This is an optimization exercise on Yosys and OpenROAD, whose aim is small area, a short achievable clock period and few clock cycles per item, not a production implementation. At most, simulation tests tie the RTL to the original design; equivalence was not proved. Power is estimated from default activity; no workload was simulated.

==> trial 17 <==
// eyeriss_conv
module eyeriss_conv (
	input clk,
	input reset,
	input [15:0] act_in,
	input [15:0] filt_in,
	input load_en_wght,
	input load_en_act,
	input start,
	output [47:0] pe_out,
	output logic compute_done,
	output logic load_done
);
Settings: LEC_CHECK=0, ABC_CLOCK_PERIOD_IN_PS=3000, CAP_MARGIN=20, CORE_MARGIN=2, CORE_UTILIZATION=45, SLEW_MARGIN=20; clock period 10.0 ns.
standard.sh (not shown) runs the stock make flow with config.mk's settings and CLKGATE_MAP_FILE= SYNTH_SCRIPT=/design/flow/synth_recipe.tcl, a recipe that flattens the netlist after the stock synthesis.
==> flow/flow/run.sh <==
#!/bin/bash
# The standard ORFS flow, with repair_timing aiming for a larger setup margin
# (the clock period and constraints are unchanged).
set -euo pipefail
MARGIN=$(cat flow/margin.txt)
bash standard.sh SETUP_SLACK_MARGIN=$MARGIN finish > standard.log 2>&1
==> flow/flow/margin.txt <==
6.5
==> inputs of trial 63, as changes to trial 17 <==
--- a/flow/design.v
+++ b/flow/design.v
@@ -781,11 +781,10 @@
 	logic ld, awe, afirst, alast, ld_n, awe_n, afirst_n, alast_n;
 	logic [2:0] xs0, xs1, xs2, xs0_n, xs1_n, xs2_n;
 	logic [1:0] wsel, arow, wsel_n, arow_n;
 	logic [3:0] aidx, aidx_n;
 	logic restart;
-	logic [8:0] awr, ard;	 
 	logic [15:0] xn0, xn1, xn2;
 	localparam int EMAX = 35;
 	always_comb begin
 		ld_n = 1'b0; xs0_n = 3'd0; xs1_n = 3'd0; xs2_n = 3'd0; wsel_n = 2'd0;
 		awe_n = 1'b0; aidx_n = 4'd0; afirst_n = 1'b0; arow_n = 2'd0; alast_n = 1'b0;
@@ -861,16 +860,11 @@
 	assign restart = load_en_act || (!lw_fin && req && !la_act && ph == 5'd24);
 	always_ff @(posedge clk) begin
 		if (reset || restart) begin
 			ld <= 1'b0; xs0 <= 3'd0; xs1 <= 3'd0; xs2 <= 3'd0; wsel <= 2'd0;
 			awe <= 1'b0; aidx <= 4'd0; afirst <= 1'b0; arow <= 2'd0; alast <= 1'b0;
-			awr <= 9'd0; ard <= 9'd0;
 		end else begin
-			for (int n = 0; n < 9; n++) begin
-				awr[n] <= awe_n && aidx_n == n;
-				ard[n] <= awe_n && !afirst_n && aidx_n == n;
-			end
 			ld <= ld_n; xs0 <= xs0_n; xs1 <= xs1_n; xs2 <= xs2_n; wsel <= wsel_n;
 			awe <= awe_n; aidx <= aidx_n; afirst <= afirst_n; arow <= arow_n; alast <= alast_n;
 		end
 	end
 	always_comb begin
@@ -931,51 +925,35 @@
 	end
 	logic [15:0] dot;
 	MAC mac (.clk(clk), .x0(x0), .x1(x1), .x2(x2), .e0(e0), .e1(e1), .e2(e2), .dot(dot));
 	logic [15:0] O [0:8];
 	logic [15:0] acc_old, acc_new;
-	always_comb begin
-		acc_old = 16'd0;
-		for (int n = 0; n < 9; n++) acc_old = acc_old | ({16{ard[n]}} & O[n]);
-	end
+	assign acc_old = afirst ? 16'd0 : O[aidx];
 	assign acc_new = acc_old + dot;
 	always_ff @(posedge clk) begin
 		for (int n = 0; n < 9; n++)
-			if (run && awr[n]) O[n] <= acc_new;
+			if (run && awe && aidx == n) O[n] <= acc_new;
 	end
 	logic [1:0] row_cnt, row_disp;
-	logic [2:0] rs;	 
 	logic pend;
 	always_ff @(posedge clk) begin
 		if (reset) begin
 			row_cnt <= 2'd0;
 			row_disp <= 2'd0;
-			rs <= 3'b001;
 			pend <= 1'b0;
 			compute_done <= 1'b0;
 		end else if (start) begin
 			row_disp <= row_cnt;
-			rs <= {row_cnt == 2'd2, row_cnt == 2'd1, row_cnt == 2'd0};
 			row_cnt <= (row_cnt == 2'd2) ? 2'd0 : row_cnt + 2'd1;
 			compute_done <= rdy_nx[row_cnt];
 			pend <= !rdy_nx[row_cnt];
 		end else if (pend) begin
 			compute_done <= rdy_nx[row_disp];
 			pend <= !rdy_nx[row_disp];
 		end else begin
 			compute_done <= 1'b0;
 		end
 	end
-	logic [2:0] sel;
-	logic [47:0] pe_q;
-	assign sel = start ? {row_cnt == 2'd2, row_cnt == 2'd1, row_cnt == 2'd0} : rs;
-	always_ff @(posedge clk) begin
-		for (int i = 0; i < 3; i++) begin
-			logic [15:0] v;
-			v = 16'd0;
-			for (int R = 0; R < 3; R++)
-				v = v | ({16{sel[R]}} & ((run && awr[3*R+i]) ? acc_new : O[3*R+i]));
-			pe_q[16*i +: 16] <= v;
-		end
-	end
-	assign pe_out = pe_q;
+	assign pe_out = (row_disp == 2'd0) ? {O[2], O[1], O[0]} :
+	                (row_disp == 2'd1) ? {O[5], O[4], O[3]} :
+	                                     {O[8], O[7], O[6]};
 endmodule
==> flow/run.sh (new file) <==
#!/bin/bash
# synth_recipe.tcl (not shown) runs the flow's synth.tcl, then flattens the netlist and writes it again
# the make line also repeats each setting of config.mk as NAME=value (left out here)
make -C /OpenROAD-flow-scripts/flow DESIGN_CONFIG=/design/flow/config.mk WORK_HOME=/design/flow/orfs CLKGATE_MAP_FILE= SYNTH_SCRIPT=/design/flow/synth_recipe.tcl finish
==> flow/config.mk (replaced) <==
export PLATFORM = sky130hd
export DESIGN_NAME = eyeriss_conv
export DESIGN_NICKNAME = eyeriss_conv
export VERILOG_FILES = /design/flow/design.v
export SDC_FILE = /design/flow/constraint.sdc
export NUM_CORES = 4
export LEC_CHECK = 0
export CAP_MARGIN = 20
export CORE_MARGIN = 2
export CORE_UTILIZATION = 45
export SLEW_MARGIN = 20
removed: flow/flow/run.sh
removed: flow/flow/margin.txt
removed: flow/standard.sh
==> inputs of trial 27, as changes to trial 17 <==
--- a/flow/design.v
+++ b/flow/design.v
@@ -963,19 +963,9 @@
 			pend <= !rdy_nx[row_disp];
 		end else begin
 			compute_done <= 1'b0;
 		end
 	end
-	logic [2:0] sel;
-	logic [47:0] pe_q;
-	assign sel = start ? {row_cnt == 2'd2, row_cnt == 2'd1, row_cnt == 2'd0} : rs;
-	always_ff @(posedge clk) begin
-		for (int i = 0; i < 3; i++) begin
-			logic [15:0] v;
-			v = 16'd0;
-			for (int R = 0; R < 3; R++)
-				v = v | ({16{sel[R]}} & ((run && awr[3*R+i]) ? acc_new : O[3*R+i]));
-			pe_q[16*i +: 16] <= v;
-		end
-	end
-	assign pe_out = pe_q;
+	assign pe_out = ({48{rs[0]}} & {O[2], O[1], O[0]}) |
+	                ({48{rs[1]}} & {O[5], O[4], O[3]}) |
+	                ({48{rs[2]}} & {O[8], O[7], O[6]});
 endmodule
==> run notes <==
Utilization, highest first: trial 17, trial 27, trial 63. Clock power, lowest first: trial 63, trial 27, trial 17. In trial 27 the clock skew is higher than in trial 63, by 37 ps. Routed wire length: trial 63 < trial 27 < trial 17. Against trial 17, the final area of trial 27 is smaller by 2.9%. Of trial 17 and trial 63, trial 17 has the higher global-route usage (gap 0.65 points). In trial 27 the maximum frequency is larger than in trial 63, by 24%. Register-to-register slack, highest first: trial 27, trial 17, trial 63.
==> figures <==
Run status: trial 27 timing/DRC/antenna clean; trial 17 timing/DRC/antenna clean; trial 63 timing/DRC/antenna clean
Post-route clock period utilization: trial 27 0.4003; trial 17 0.3947; trial 63 0.4952
Number of cells on the critical path: trial 27 5; trial 17 14; trial 63 4
DRC violation total after the first TritonRoute iteration: trial 27 2919; trial 17 2516; trial 63 2795
Floorplan die height: trial 27 309.6 µm; trial 17 313.0 µm; trial 63 308.8 µm
Seq group: trial 27 0.00501 W; trial 17 0.00504 W; trial 63 0.00507 W
Non-clock buffer share: trial 27 0.03013; trial 17 0.03440; trial 63 0.02632
Worst path setup slack after routing: trial 27 5997 ps; trial 17 6053 ps; trial 63 5048 ps
Detailed-router iteration count before antenna repair: trial 27 9; trial 17 7; trial 63 7
HPWL Detailed: trial 27 66900 µm; trial 17 71780 µm; trial 63 67740 µm
Net Sw Power: trial 27 0.004326 W; trial 17 0.004406 W; trial 63 0.004066 W
Data arrival time of the worst path: trial 27 2000 ps; trial 17 4550 ps; trial 63 2950 ps
Placed inst area: trial 27 43830 µm²; trial 17 44850 µm²; trial 63 43800 µm²
Initial standard-cell utilization of the core: trial 27 0.4523; trial 17 0.4528; trial 63 0.4548
Area of the die: trial 27 95840 µm²; trial 17 97960 µm²; trial 63 95380 µm²
Post-route cell area: trial 27 48130 µm²; trial 17 49570 µm²; trial 63 47260 µm²
Vias: trial 27 27090; trial 17 28810; trial 63 26490
Testbench counts of trial 63, summed over its fixed seeds: cycles 7,922, rows 576.
No functional check of the RTL was part of trial 17 and trial 27.

-- afterwards: timing with drivers on the ports --
No port has a modelled driver above. Below, the same layouts with a new extraction and two added sets of constraints. Step 1, drivers: a clkbuf_16 drives clk and a buf_2 each remaining input, both assumed. Step 2 adds t to the input delays and takes it off the output delays; t is the mean of the earliest and latest rising clock arrival at the registers after step 1. Input paths then give back, and output paths get back, about the clock's delay inside the block. a / b / c = ideal / step 1 / step 2; a / b = the first two.
run | t, ns | setup WS [ns] | slew at the worst register clock pin (ns)
trial 17 | 0.765 | 6.053 / 6.053 / 5.921 | 0.07 / 0.07
trial 63 | 0.731 | 5.048 / 4.980 / 5.395 | 0.07 / 0.07
trial 27 | 0.738 | 5.997 / 5.930 / 6.032 | 0.07 / 0.07
After both steps setup and hold are still met in every run listed. For trial 17, which loses most, drivers alone change the setup slack by 0.000 ns; drivers and shift together by -0.132 ns.
